This design comes from an exercise in tuning for small area and a short achievable clock period on the open sky130 flow, not from production work.
Function was checked by simulation only, so behaviour that the tests miss may differ from the original.

==> run P <==
## smp8
module smp8 (input clk, reset,
output reg [3:0] pc,
input [7:0] instr,
output reg [7:0] AC);
wire [3:0] op = instr[7:4];
wire [3:0] a  = instr[3:0];
reg [7:0] R;
reg       Z;
reg [7:0] RAM [15:0];
wire [15:0] opd = 16'h1 << op;
wire [3:0] lo = 4'h1 << a[1:0];
wire [3:0] hi = 4'h1 << a[3:2];
wire [3:0] hi_ld = hi & {4{opd[1]}};
wire [3:0] hi_st = hi & {4{opd[2]}};
genvar w;
generate for (w = 0; w < 16; w = w + 1) begin : mem_w
  always @(posedge clk)
    if (hi_st[w/4] & lo[w%4]) RAM[w] <= AC;
end endgenerate
reg [7:0] memld;
integer k;
always @(*) begin
  memld = 8'h00;
  for (k = 0; k < 16; k = k + 1)
    memld = memld | (RAM[k] & {8{hi_ld[k/4] & lo[k%4]}});
end
function [7:0] addp(input [7:0] x, input [7:0] z, input cin);
  reg [7:0] g, p, G, P;
  reg [8:0] c;
  integer i;
  begin
    g = x & z; p = x ^ z;
    G = g; P = p;
    G[0] = g[0] | (p[0] & cin);
    G[1] = G[1] | (P[1] & G[0]);  P[1] = P[1] & P[0];
    G[3] = G[3] | (P[3] & G[2]);  P[3] = P[3] & P[2];
    G[5] = G[5] | (P[5] & G[4]);  P[5] = P[5] & P[4];
    G[2] = G[2] | (P[2] & G[1]);
    G[3] = G[3] | (P[3] & G[1]);
    G[6] = G[6] | (P[6] & G[5]);  P[6] = P[6] & P[5];
    G[7] = G[7] | (P[7] & G[5]);  P[7] = P[7] & P[5];
    G[4] = G[4] | (P[4] & G[3]);
    G[5] = G[5] | (P[5] & G[3]);
    G[6] = G[6] | (P[6] & G[3]);
    c = {G[6:0], cin};
    addp = p ^ c[7:0];
  end
endfunction
wire [7:0] sum = addp(AC, R, 1'b0);
wire [7:0] dif = addp(AC, ~R, 1'b1);
wire [7:0] inc = AC + 8'd1;
wire [7:0] acnext = memld
  | (R   & {8{opd[4]}})
  | (sum & {8{opd[8]}})
  | (dif & {8{opd[9]}})
  | (inc & {8{opd[10]}})
  | ((AC & R) & {8{opd[12]}})
  | ((AC | R) & {8{opd[13]}})
  | ((AC ^ R) & {8{opd[14]}})
  | (~AC & {8{opd[15]}})
  | (AC  & {8{opd[0] | opd[2] | opd[3] | opd[5] | opd[6] | opd[7]}});
wire [7:0] p = AC ^ R;
wire [7:0] g = AC | R;
wire z_and = ~|(AC & R);
wire z_ac0 = ~|AC;
wire z_acff = &AC;
wire z_eq  = ~|p;
wire z_or  = ~|g;
wire z_sum = ~p[0] & &(p[7:1] ~^ g[6:0]);    
wire znext = (z_ac0 & opd[3])
  | (z_sum & (opd[4] | opd[5] | opd[6] | opd[7] | opd[8]))
  | (z_eq & (opd[9] | opd[14]))
  | (z_acff & (opd[10] | opd[15]))
  | opd[11]
  | (z_or & opd[13])
  | (z_and & (opd[0] | opd[1] | opd[2] | opd[12]));
  ...
==> module smp8, before the edit <==
module smp8 (input clk, reset,
output reg [3:0] pc,
input [7:0] instr,
output reg [7:0] AC);
wire [3:0] op = instr[7:4];
wire [3:0] a  = instr[3:0];
reg [7:0] R;
reg       Z;
reg [7:0] RAM [15:0];
wire [15:0] opd = 16'h1 << op;
wire [3:0] lo = 4'h1 << a[1:0];
wire [3:0] hi = 4'h1 << a[3:2];
wire [3:0] hi_ld = hi & {4{opd[1]}};
wire [3:0] hi_st = hi & {4{opd[2]}};
genvar w;
generate for (w = 0; w < 16; w = w + 1) begin : mem_w
  always @(posedge clk)
    if (hi_st[w/4] & lo[w%4]) RAM[w] <= AC;
end endgenerate
reg [7:0] memld;
integer k;
always @(*) begin
  memld = 8'h00;
  for (k = 0; k < 16; k = k + 1)
    memld = memld | (RAM[k] & {8{hi_ld[k/4] & lo[k%4]}});
end
function [7:0] addp(input [7:0] x, input [7:0] z, input cin);
  reg [7:0] g, p, G, P;
  reg [8:0] c;
  integer i;
  begin
    g = x & z; p = x ^ z;
    G = g; P = p;
    G[0] = g[0] | (p[0] & cin);
    G[1] = G[1] | (P[1] & G[0]);  P[1] = P[1] & P[0];
    G[3] = G[3] | (P[3] & G[2]);  P[3] = P[3] & P[2];
    G[5] = G[5] | (P[5] & G[4]);  P[5] = P[5] & P[4];
    G[2] = G[2] | (P[2] & G[1]);
    G[3] = G[3] | (P[3] & G[1]);
    G[6] = G[6] | (P[6] & G[5]);  P[6] = P[6] & P[5];
    G[7] = G[7] | (P[7] & G[5]);  P[7] = P[7] & P[5];
    G[4] = G[4] | (P[4] & G[3]);
    G[5] = G[5] | (P[5] & G[3]);
    G[6] = G[6] | (P[6] & G[3]);
    c = {G[6:0], cin};
    addp = p ^ c[7:0];
  end
endfunction
wire [7:0] sum = addp(AC, R, 1'b0);
wire [7:0] dif = addp(AC, ~R, 1'b1);
wire [7:0] inc = AC + 8'd1;
wire [7:0] acnext = memld
  | (R   & {8{opd[4]}})
  | (sum & {8{opd[8]}})
  | (dif & {8{opd[9]}})
  | (inc & {8{opd[10]}})
  | ((AC & R) & {8{opd[12]}})
  | ((AC | R) & {8{opd[13]}})
  | ((AC ^ R) & {8{opd[14]}})
  | (~AC & {8{opd[15]}})
  | (AC  & {8{opd[0] | opd[2] | opd[3] | opd[5] | opd[6] | opd[7]}});
wire [7:0] p = AC ^ R;
wire [7:0] g = AC | R;
wire z_and = ~|(AC & R);
wire z_ac0 = ~|AC;
wire z_acff = &AC;
wire z_eq  = ~|p;
wire z_or  = ~|g;
wire z_sum = ~p[0] & &(p[7:1] ~^ g[6:0]);    
wire znext = (z_ac0 & opd[3])
  | (z_sum & (opd[4] | opd[5] | opd[6] | opd[7] | opd[8]))
  | (z_eq & (opd[9] | opd[14]))
  | (z_acff & (opd[10] | opd[15]))
  | opd[11]
  | (z_or & opd[13])
  | (z_and & (opd[0] | opd[1] | opd[2] | opd[12]));
wire jump = opd[5] | (opd[6] & Z) | (opd[7] & ~Z);
always @(posedge clk, posedge reset)
  if (reset) begin
    pc <= 4'h0;
    AC <= 8'h00;
    R  <= 8'h00;
    Z  <= 1'b0;
  end else begin
    pc <= jump ? a : pc + 4'h1;
    AC <= acnext;
    if (opd[3]) R <= AC;
    Z  <= znext;
  end
endmodule
make LEC_CHECK=0 CAP_MARGIN=20 CORE_MARGIN=2 CORE_UTILIZATION=40 SETUP_SLACK_MARGIN=1.6 SLEW_MARGIN=20 finish   # period 3.7 ns
run.sh (not shown) runs the stock make flow with config.mk's settings and CLKGATE_MAP_FILE= SYNTH_SCRIPT=/design/flow/synth_recipe.tcl, a recipe that flattens the netlist after the stock synthesis.
==> run F (differences from run P) <==
--- a/flow/design.v
+++ b/flow/design.v
@@ -19,9 +19,3 @@
 end endgenerate
-reg [7:0] memld;
-integer k;
-always @(*) begin
-  memld = 8'h00;
-  for (k = 0; k < 16; k = k + 1)
-    memld = memld | (RAM[k] & {8{hi_ld[k/4] & lo[k%4]}});
-end
+wire [7:0] memld = RAM[a] & {8{opd[1]}};
 function [7:0] addp(input [7:0] x, input [7:0] z, input cin);
==> flow/flow/run.sh (new file) <==
#!/bin/bash
# Standard ORFS layout with two changes:
#  - Yosys's full-adder extraction is off, so ABC maps the adders itself;
#  - the port buffers that buffer_ports inserts are plain buf_2 cells
#    instead of the delay cells it otherwise picks.
export ADDER_MAP_FILE=
export BUFFER_PORTS_ARGS="-buffer_cell sky130_fd_sc_hd__buf_2"
bash standard.sh > standard.log 2>&1
==> flow/standard.sh (new file) <==
#!/bin/bash
# synth_recipe.tcl (not shown) runs the flow's synth.tcl, then flattens the netlist and writes it again
# the make line also repeats each setting of config.mk as NAME=value (left out here)
make -C /OpenROAD-flow-scripts/flow DESIGN_CONFIG=/design/flow/config.mk WORK_HOME=/design/flow/orfs CLKGATE_MAP_FILE= SYNTH_SCRIPT=/design/flow/synth_recipe.tcl "${@:-finish}"
Settings changed: ABC_AREA from default to 1, CTS_BUF_LIST from default to sky130_fd_sc_hd__clkbuf_8, SETUP_SLACK_MARGIN 1.6 to 1.8.
removed: flow/run.sh
==> run D (differences from run P) <==
==> flow/design.v (replaced) <==
module mux2 # (parameter WIDTH = 8)
(input [WIDTH-1:0] d0, d1, input s,
output [WIDTH-1:0] y);
assign y = s ? d1 : d0;
endmodule
module adder (input [3:0] a, b, output [3:0] y);
assign y = a + b;
endmodule
module flopr # (parameter WIDTH = 8)
(input clk, reset,
input [WIDTH-1:0] d,
output reg [WIDTH-1:0] q);
always @ (posedge clk, posedge reset)
if (reset) q <= 0;
else q <= d;
endmodule
module flopenr # (parameter WIDTH = 8)
(input clk, reset, en,
input [WIDTH-1:0] d,
output reg [WIDTH-1:0] q);
always @ (posedge clk, posedge reset)
if (reset) q <= 0;
else if (en) q <= d;
endmodule
module alu (a,b,sel, out, zero);
input [7:0] a,b;
input [2:0] sel; 
output reg [7:0] out;
output reg zero;
    always @ (*) 
    begin 
        case(sel) 
    3'b000: 
	begin
		out=a + b; 
		zero = (out ==0);
    end                   
    3'b001:
	begin
		out= a - b; 
		zero = (out ==0); 
	end		
	 3'b010:
	begin
		out= a + 1; 
		zero = (out ==0); 
	end
	 3'b011:
	begin
		out= 0; 
		zero = 1; 
	end	
	 3'b100:
	begin
		out= a & b; 
		zero = (out ==0); 
	end		
	 3'b101:
	begin
		out= a | b; 
		zero = (out ==0); 
	end	
    3'b110: 
	begin
		out=a ^ b;  
		zero = (out ==0);
    end              
    3'b111: 
	begin
		out= ~a;  
		zero = (out ==0);
    end         
	default: begin
			out = 8'h00;
			zero = 1'b1;
			end
        endcase
    end
endmodule
module dmem (input clk,
input [3:0] a, 
input we,
input [7:0] wd,
output [7:0] rd);
reg [7:0] RAM[15:0];
assign rd = RAM[a];  
always @ (posedge clk)
if(we)
RAM[a] <= wd;
endmodule
module datapath (input clk, reset,
input nop,
input load, store,
input mva, mvr,
input jump,
input [2:0] alucontrol,
output zero,
output [3:0] pc,
input [7:0] instr,
output [7:0] AC);
wire [7:0] aluout;
wire [3:0] pcnext, pcplus1;
wire [7:0] acnext, ldout, R, datamem, alub; 
wire zeronext;
flopr #(4) pcreg(clk, reset, pcnext, pc);
adder pcadd1 (pc, 4'h1, pcplus1);
mux2 #(4) pcmux(pcplus1, instr[3:0], jump, pcnext);
flopenr #(8) AC_reg(clk, reset, ~nop, acnext, AC);
flopenr #(8) R_reg (clk, reset, mva, AC, R);
mux2 #(8) ldmux(aluout, datamem, load, ldout);
mux2 #(8) mvmux(ldout, R, mvr, acnext); 
dmem dmem (clk, instr[3:0], store, AC,datamem);
mux2 #(8) bmux(R, AC, mva, alub);
alu alu(AC, alub, alucontrol, aluout, zeronext);
flopr #(1) zeroreg(clk, reset, zeronext, zero);
endmodule
module controller (input [3:0] op,
input zero,
output nop,
output load, store,
output mva, mvr,
output jump,
output [2:0] alucontrol);
reg [8:0] controls;
assign { nop, load, store, mva, mvr, jump, alucontrol }  = controls;
always@(*)
case(op) 
	4'h0: controls = 9'b100000100;  
	4'h1: controls = 9'b010000100;  
	4'h2: controls = 9'b101000100;  
	4'h3: controls = 9'b000100100;  
	4'h4: controls = 9'b000010000;  
	4'h5: controls = 9'b100001000;  
	4'h6: controls =   zero  ? 9'b100001000 : 9'b100000000;  
	4'h7: controls = (~zero) ? 9'b100001000 : 9'b100000000;  
	4'h8: controls = 9'b000000000;  
	4'h9: controls = 9'b000000001;  
	4'hA: controls = 9'b000000010;  
	4'hB: controls = 9'b000000011;  
	4'hC: controls = 9'b000000100;  
	4'hD: controls = 9'b000000101;  
	4'hE: controls = 9'b000000110;  
	4'hF: controls = 9'b000000111;  
endcase
endmodule
module smp8 (input clk, reset,
output [3:0] pc,
input [7:0] instr,
output [7:0] AC);
wire zero, nop, load, store, mva, mvr, jump;
wire [2:0] alucontrol;
controller c(instr[7:4], zero, nop, load, store, mva, mvr, jump, alucontrol);
datapath dp(clk, reset, nop, load, store, mva, mvr, jump, alucontrol, zero, pc, instr, AC);
endmodule
Settings changed: SETUP_SLACK_MARGIN 1.6 to default.
==> run R (differences from run P) <==
--- a/flow/design.v
+++ b/flow/design.v
@@ -19,9 +19,3 @@
 end endgenerate
-reg [7:0] memld;
-integer k;
-always @(*) begin
-  memld = 8'h00;
-  for (k = 0; k < 16; k = k + 1)
-    memld = memld | (RAM[k] & {8{hi_ld[k/4] & lo[k%4]}});
-end
+wire [7:0] memld = RAM[a] & {8{opd[1]}};
 function [7:0] addp(input [7:0] x, input [7:0] z, input cin);
==> flow/flow/run.sh (new file) <==
#!/bin/bash
# Standard ORFS layout with two changes:
#  - Yosys's full-adder extraction is off, so ABC maps the adders itself;
#  - the port buffers that buffer_ports inserts are plain buf_4 cells
#    instead of the delay cells it otherwise picks.
export ADDER_MAP_FILE=
export BUFFER_PORTS_ARGS="-buffer_cell sky130_fd_sc_hd__buf_4"
bash standard.sh > standard.log 2>&1
==> flow/standard.sh (new file) <==
#!/bin/bash
# synth_recipe.tcl (not shown) runs the flow's synth.tcl, then flattens the netlist and writes it again
# the make line also repeats each setting of config.mk as NAME=value (left out here)
make -C /OpenROAD-flow-scripts/flow DESIGN_CONFIG=/design/flow/config.mk WORK_HOME=/design/flow/orfs CLKGATE_MAP_FILE= SYNTH_SCRIPT=/design/flow/synth_recipe.tcl "${@:-finish}"
Settings changed: ABC_AREA from default to 1, CTS_BUF_LIST from default to sky130_fd_sc_hd__clkbuf_8, SETUP_SLACK_MARGIN 1.6 to 1.75.
removed: flow/run.sh
==> flow_summary.yaml <==
drt:
  route.layer.met1.wl_um: 9650
  post_drt_via_cell_ratio: 5.74
place:
  post_dp_cell_area_sq_mm: 0.00874
power_and_ir_drop:
  leakage_nw: 3.37
outcome:
  run_status: "no timing/DRC/antenna violations"
finish:
  seq_area_share_pct: 47.0
  share_of_the_final_layout_cell_area_in_multi_input_gates_pct: 33.2
global_route:
  use_met1_pct: 32.6
cts:
  cts_setup_buffers: 0
That was run D.
==> flow_summary.yaml <==
drt:
  dr_total_vias: 5844
  post_drt_via_cell_ratio: 5.40
  route.layer.met1.wl_um: 9190
sta:
  max_freq_ghz: 0.507
cts:
  cts_setup_buffers: 10
outcome:
  run_status: "no timing/DRC/antenna violations"
power_and_ir_drop:
  leakage_nw: 3.60
global_route:
  use_met1_pct: 31.4
finish:
  seq_area_share_pct: 50.4
  share_of_the_final_layout_cell_area_in_multi_input_gates_pct: 31.9
place:
  post_dp_cell_area_sq_mm: 0.00774
That was run R.
==> flow_summary.yaml <==
worst_setup_path:
  path_cells: "inv_4 -> ha_4 -> inv_2 -> fa_2 -> nand2b_1 -> nand2b_1 -> a21oi_2 -> fa_2 -> nand2b_4 -> a21oi_4 -> o21ai_2 -> a21oi_2 -> a211oi_2 -> o2111ai_2"
finish:
  post_layout_nonfiller_instances: 964
  share_of_the_final_layout_cell_area_in_multi_input_gates_pct: 34.2
  seq_area_share_pct: 43.7
global_route:
  grt_pass1_vias: 5645
  use_met1_pct: 33.7
outcome:
  run_status: "no timing/DRC/antenna violations"
synthesis:
  synth_largest_area_cell: "sky130_fd_sc_hd__edfxtp_1"
drt:
  post_drt_via_cell_ratio: 6.14
  route.layer.met1.wl_um: 10200
power_and_ir_drop:
  leakage_nw: 3.50
That was run P.
==> flow_summary.yaml <==
global_route:
  use_met1_pct: 32.3
finish:
  share_of_the_final_layout_cell_area_in_multi_input_gates_pct: 32.0
  seq_area_share_pct: 50.8
power_and_ir_drop:
  leakage_nw: 3.60
outcome:
  run_status: "no timing/DRC/antenna violations"
cts:
  cts_setup_buffers: 22
drt:
  post_drt_via_cell_ratio: 5.37
That was run F.

re-timing with driven ports:
Ports are ideal in the flow. The routed layouts listed here were re-timed in OpenROAD. Step 1 (the two cells are an assumption about what drives the block):
set clk [get_ports {clk}]
set_driving_cell -lib_cell sky130_fd_sc_hd__clkbuf_16 $clk
set_driving_cell -lib_cell sky130_fd_sc_hd__buf_2 [delete_from_list [all_inputs] $clk]
Step 2 also shifts input and output timing later by t, the mid clock arrival at the registers, as if the neighbouring blocks saw the same clock. Three values: ideal, step 1, step 2; two values: the first two.
run | t, ns | setup WS [ns] | worst data-port slew with drivers (ns)
run P | 0.470 | 0.864 / 0.864 / 0.864 | 0.04
run F | 0.479 | 1.817 / 1.780 / 1.356 | 0.03
run D | 0.468 | 0.248 / 0.267 / -0.201 | 0.03
run R | 0.476 | 1.728 / 1.740 / 1.265 | 0.03
With both steps, setup timing fails in run D, where it was met with ideal ports. The setup slack of run R, which loses most, moves by +0.012 ns with the drivers and by -0.463 ns with both steps.
